What follows belongs to an exercise in optimizing a design on an open flow for small area; a production flow would make more cautious choices. The RTL was checked by simulation tests, not by an equivalence proof against the original design. Power is estimated from default activity; no workload was simulated.

Setup of run A:
==> flow/design.v (excerpt) <==
module videoScanPipe (
    input iClk,
    input iRst,
    input iVgaHsync,
    input iVgaVsync,
    input [7:0] iVgaDataRed,
    input [7:0] iVgaDataGreen,
    input [7:0] iVgaDataBlue,
    input [10:0] iHsyncOffset,
    input [9:0] iVsyncOffset,
    input [7:0] iThreshRed,
    input [7:0] iThreshGreen,
    input [7:0] iThreshBlue,
    input iTestData,
    output reg oDviDe,
    output reg oDviHsync,
    output reg oDviVsync,
    output reg [11:0] oDviData,
    output reg [51:0] oScannerDataCode,
    output [10:0] oScannerVpixel,
    output reg oScannerNewData
);
export LEC_CHECK = 0
export CAP_MARGIN = 20
export CORE_MARGIN = 2
export CORE_UTILIZATION = 40
export SLEW_MARGIN = 20
create_clock -name core_clock -period 8.0 [get_ports {iClk}]
standard.sh (not shown) runs the stock make flow with config.mk's settings and CLKGATE_MAP_FILE= SYNTH_SCRIPT=/design/flow/synth_recipe.tcl, a recipe that flattens the netlist after the stock synthesis.
==> flow/flow/run.sh <==
#!/bin/bash
# Standard layout, with two changes: synthesis leaves adders to ABC (no
# half/full adder cell extraction), and CTS inserts no dummy loads.
set -euo pipefail
bash standard.sh ADDER_MAP_FILE= synth > synth.log 2>&1
bash standard.sh ADDER_MAP_FILE= \
  "CTS_ARGS=-sink_clustering_enable -repair_clock_nets -dont_use_dummy_load -buf_list sky130_fd_sc_hd__clkbuf_8 -sink_clustering_size 30" \
  finish > layout.log 2>&1
Here is what was changed in the inputs of run B compared with run A.
==> flow/run.sh (new file) <==
#!/bin/bash
# synth_recipe.tcl (not shown) runs the flow's synth.tcl, then flattens the netlist and writes it again
# the make line also repeats each setting of config.mk as NAME=value (left out here)
make -C /OpenROAD-flow-scripts/flow DESIGN_CONFIG=/design/flow/config.mk WORK_HOME=/design/flow/orfs CLKGATE_MAP_FILE= SYNTH_SCRIPT=/design/flow/synth_recipe.tcl finish
removed: flow/flow/run.sh
removed: flow/standard.sh
[summary]
Run A -> run B: number of remaining DRC errors delta 0, exact match. Run B: routed wire length 8.6% above run A. Re proportion of cell area occupied by registers: run A and run B aren't equal, and the higher value belongs to run A. Number of H-tree levels: run B lower than run A. Run B does worse than run A on design area. Synthesized net count, run A and run B: smaller value in run A. Met2 wirelength from detailed routing: run B higher than run A. Synthesized cell area deteriorates in run B relative to run A. Per the comparison of run B with run A, fraction of the cycle the final worst path needs shows a reduction of 2.2 points, fraction of power spent switching nets shows a reduction of 0.79 points.
diff inputs: run B => run C
==> flow/flow/run.sh (new file) <==
#!/bin/bash
# Standard layout, with two changes: synthesis leaves adders to ABC (no
# half/full adder cell extraction), and CTS inserts no dummy loads.
set -euo pipefail
bash standard.sh ADDER_MAP_FILE= synth > synth.log 2>&1
bash standard.sh ADDER_MAP_FILE= \
  "CTS_ARGS=-sink_clustering_enable -repair_clock_nets -dont_use_dummy_load -buf_list sky130_fd_sc_hd__clkbuf_4 -sink_clustering_size 8 -sink_clustering_max_diameter 60" \
  finish > layout.log 2>&1
==> flow/standard.sh (new file) <==
#!/bin/bash
# synth_recipe.tcl (not shown) runs the flow's synth.tcl, then flattens the netlist and writes it again
# the make line also repeats each setting of config.mk as NAME=value (left out here)
make -C /OpenROAD-flow-scripts/flow DESIGN_CONFIG=/design/flow/config.mk WORK_HOME=/design/flow/orfs CLKGATE_MAP_FILE= SYNTH_SCRIPT=/design/flow/synth_recipe.tcl "${@:-finish}"
removed: flow/run.sh
## What came out
Timing, DRC, antenna: 0 failures across run B and run C. From run B to run C the numbers moved as follows: count of non-CTS inverters in the layout now smaller; share of the clock period used by the worst path now larger; initial antenna violation count now larger; total power now smaller.
--- input diff run C..run D ---
==> flow/flow/run.sh <==
#!/bin/bash
# Standard layout, with two changes: synthesis leaves adders to ABC (no
# half/full adder cell extraction), and CTS inserts no dummy loads.
set -euo pipefail
bash standard.sh ADDER_MAP_FILE= synth > synth.log 2>&1
bash standard.sh ADDER_MAP_FILE= \
  "CTS_ARGS=-sink_clustering_enable -repair_clock_nets -dont_use_dummy_load -buf_list sky130_fd_sc_hd__clkbuf_8 -sink_clustering_size 14 -sink_clustering_max_diameter 60" \
  finish > layout.log 2>&1
## What came out
- Compared with run C, run D degrades setup slack.
- Status: headroom to the max-slew limit parity (run D, run C)
- First-pass GRT wire length: run D and run C compared, higher one is run C
- On sequential fraction of total cell area: between run D and run C, it ends up lower for run D.
- There was hardly any difference in routed wire length between run D and run C.
Input changes introduced in run E (baseline for comparison: run D):
==> flow/flow/run.sh <==
#!/bin/bash
# Standard layout, with two changes: synthesis leaves adders to ABC (no
# half/full adder cell extraction), and CTS inserts no dummy loads.
set -euo pipefail
bash standard.sh ADDER_MAP_FILE= synth > synth.log 2>&1
bash standard.sh ADDER_MAP_FILE= \
  "CTS_ARGS=-sink_clustering_enable -repair_clock_nets -dont_use_dummy_load -buf_list sky130_fd_sc_hd__clkbuf_4 -sink_buffer_max_cap_derate 0.5" \
  finish > layout.log 2>&1
==> comparison <==
In run E the final cycle utilization of the critical path turned out 0.28 points higher than in run D.
In the reports for run E and run D, the larger net switching fraction of the power belongs to run E.
Between run E and run D, the difference in buffering overhead is negligible.
Relative to run D, the relative contribution of the clock network to total power of run E is higher by 2.8 points.
Per the comparison of run E with run D, net switching power went up about 5%, worst hold slack dropped 0.031 ns.
Density: run E denser than run D


Setup of v6:
Another version of the RTL of videoScanPipe (not shown whole).
Size: about 1000 cells after synthesis, about 150 I/O pins, roughly 9700 µm² of cells after synthesis.
==> flow/design.v (excerpt) <==
module videoScanPipe (
    input iClk,
    input iRst,
    input iVgaHsync,
    input iVgaVsync,
    input [7:0] iVgaDataRed,
    input [7:0] iVgaDataGreen,
    input [7:0] iVgaDataBlue,
    input [10:0] iHsyncOffset,
    input [9:0] iVsyncOffset,
    input [7:0] iThreshRed,
    input [7:0] iThreshGreen,
    input [7:0] iThreshBlue,
    input iTestData,
    output reg oDviDe,
    output reg oDviHsync,
    output reg oDviVsync,
    output [11:0] oDviData,
    output [51:0] oScannerDataCode,
    output [10:0] oScannerVpixel,
    output reg oScannerNewData
);
reg [3:0] hsSt, vsSt;
reg rSub;
reg [11:0] rH;
reg [10:0] rV;
reg rSync, rAct, rBin;
wire hsDet = hsSt == 4'd8;
wire vsDet = vsSt == 4'd8;
wire rHEnd = rH == 12'd255;             
wire rIn = rV >= 11'd1448 && rH >= 12'd3296;    
function [3:0] syncNext;
    input [3:0] k;
    input b;
    begin
        if(k[3])
            syncNext = b ? 4'd0 : 4'd1;
        else if(k[2]) begin
            if(b) syncNext = k + 4'd1;
            else syncNext = (k == 4'd4) ? 4'd4 : 4'd1;
        end
        else
            syncNext = b ? 4'd0 : k + 4'd1;
    end
endfunction
always @(posedge iClk or posedge iRst) begin
    if(iRst) begin
        hsSt <= 4'd4;
        vsSt <= 4'd4;
        rSub <= 0;
        rH <= 12'd3296;
  ...
==> flow/config.mk <==
export PLATFORM = sky130hd
export DESIGN_NAME = videoScanPipe
export DESIGN_NICKNAME = videoScanPipe
export VERILOG_FILES = /design/flow/design.v
export SDC_FILE = /design/flow/constraint.sdc
export NUM_CORES = 4
export LEC_CHECK = 0
export CAP_MARGIN = 20
export CORE_MARGIN = 2
export CORE_UTILIZATION = 40
export SLEW_MARGIN = 20
==> flow/constraint.sdc <==
create_clock -name core_clock -period 8.0 [get_ports {iClk}]
set_input_delay 1.6000 -clock core_clock [delete_from_list [all_inputs] [get_ports {iClk}]]
set_output_delay 1.6000 -clock core_clock [all_outputs]
set_load 0.01 [all_outputs]
==> flow/flow/run.sh <==
#!/bin/bash
# Layout: the standard synthesis; then its combinational logic re-mapped
# by ABC for area with the registers untouched (flow/remap.tcl, tried with
# eight ABC random seeds, smallest first), kept only if Yosys proves it
# equal to the standard netlist (flow/equiv.tcl); then the standard flow from
# floorplan on, with the smallest buffer on each port and a clock tree of
# small buffers and no dummy loads. Each tool's output goes to a log of its
# own here.
set -euo pipefail
RES=orfs/results/$FLOW_PLATFORM/videoScanPipe/base
LIB=$FLOW_HOME/platforms/$FLOW_PLATFORM/lib/sky130_fd_sc_hd__tt_025C_1v80.lib
YOSYS=$(command -v yosys || echo "$FLOW_HOME/../tools/install/yosys/bin/yosys")

bash standard.sh synth > synth.log 2>&1

cp $RES/1_2_yosys.v synth_standard.v
DONT_USE=$(make -s -C "$FLOW_HOME" DESIGN_CONFIG="$PWD/config.mk" print-DONT_USE_CELLS 2>/dev/null \
  | sed 's/^DONT_USE_CELLS: //')
[[ -n "$DONT_USE" ]] || DONT_USE=$(grep -o 'sky130_fd_sc_hd__\(probe\|lpflow\)[a-z0-9_]*' $FLOW_HOME/platforms/$FLOW_PLATFORM/config.mk | tr '\n' ' ')
export REMAP_LIB=$LIB REMAP_IN=$PWD/synth_standard.v REMAP_DONT_USE="$DONT_USE"

remap() {  # remap SEED
  sed "s/SEED/$1/" flow/area.abc > remap_s$1.abc
  REMAP_ABC=$PWD/remap_s$1.abc REMAP_OUT=$PWD/synth_remapped_s$1.v REMAP_STAT=$PWD/remap_stat_s$1.txt \
    timeout 600 "$YOSYS" -c flow/remap.tcl > remap_s$1.log 2>&1 || true
}
for s in 0 1 2 3; do remap $s & done; wait
for s in 4 5 6 7; do remap $s & done; wait

used=standard
for s in $(for f in remap_stat_s*.txt; do
             a=$(grep -o "Chip area for module .*: [0-9.]*" "$f" | awk "{print \$NF}" || true)
             [[ -n "$a" ]] && echo "$a ${f//[^0-9]/}"
           done | sort -g | awk '{print $2}'); do
  if REMAP_OUT=$PWD/synth_remapped_s$s.v timeout 1200 "$YOSYS" -c flow/equiv.tcl > equiv_s$s.log 2>&1; then
    cp synth_remapped_s$s.v $RES/1_2_yosys.v
    rm -f $RES/1_synth.odb
    used="re-mapped, seed $s"
    break
  fi
done
echo "netlist: $used" | tee netlist_choice.txt

bash standard.sh \
  "BUFFER_PORTS_ARGS=-inputs -outputs -buffer_cell sky130_fd_sc_hd__buf_1" \
  "CTS_ARGS=-sink_clustering_enable -repair_clock_nets -dont_use_dummy_load -buf_list sky130_fd_sc_hd__clkbuf_4 -sink_clustering_size 10 -sink_clustering_max_diameter 80" \
  finish > layout.log 2>&1
Other scripts of this flow, unchanged in this note and not shown: flow/flow/area.abc, flow/flow/equiv.tcl, flow/flow/remap.tcl
v6 | status: complete | timing, DRC, antenna: pass
Input-level comparison between v7 and v6:
--- a/flow/flow/run.sh
+++ b/flow/flow/run.sh
@@ -45,3 +45,3 @@
   "BUFFER_PORTS_ARGS=-inputs -outputs -buffer_cell sky130_fd_sc_hd__buf_1" \
-  "CTS_ARGS=-sink_clustering_enable -repair_clock_nets -dont_use_dummy_load -buf_list sky130_fd_sc_hd__clkbuf_4 -sink_clustering_size 10 -sink_clustering_max_diameter 80" \
+  "CTS_ARGS=-sink_clustering_enable -repair_clock_nets -dont_use_dummy_load -buf_list sky130_fd_sc_hd__clkbuf_4 -sink_clustering_size 8 -sink_clustering_max_diameter 60" \
   finish > layout.log 2>&1
Findings:
- Every run in the comparison, v6 and v7, completed the flow with a clean layout.
- The clock tree buffer count of the final layout in v7 sits about 20% above the value recorded for v6.
- Ratio of final minimum period to clock period, v6 and v7, lower one = v7.
- v7 against v6: final worst setup slack now larger, global-route total usage across every layer now sits at about the same level, total power saw an increase, critical path data arrival time essentially unchanged, final hold slack shows a reduction of 11 ps.
- Clock network power share (lower): v6

==> re-timing with driven ports <==
The flow's constraints put no driver on any port. The routed layouts listed below were extracted and timed again, unchanged, in two steps. Step 1 assumes that a clkbuf_16 drives the clock port and a buf_2 every other input. Step 2 also shifts input and output timing later by t, the mid clock arrival at the registers, as if the neighbouring blocks saw the same clock. Slacks: ideal / step 1 / step 2; pairs: ideal / step 1.
run | t, ns | slack for setup (ns) | worst setup path at the end
run A | 0.540 | 4.500 / 4.500 / 4.107 | input to register
run B | 0.572 | 4.680 / 4.680 / 4.455 | input to register
run C | 0.638 | 4.517 / 4.517 / 4.116 | input to register
run D | 0.571 | 4.509 / 4.509 / 4.136 | input to register
run E | 0.676 | 4.486 / 4.486 / 4.071 | input to register
v6 | 0.660 | 3.888 / 3.887 / 3.887 | input to output
v7 | 0.684 | 3.909 / 3.892 / 3.892 | input to output
After both steps every run listed still meets setup and hold. The setup slack of run E, which loses most, moves by 0.000 ns with the drivers and by -0.415 ns with both steps.
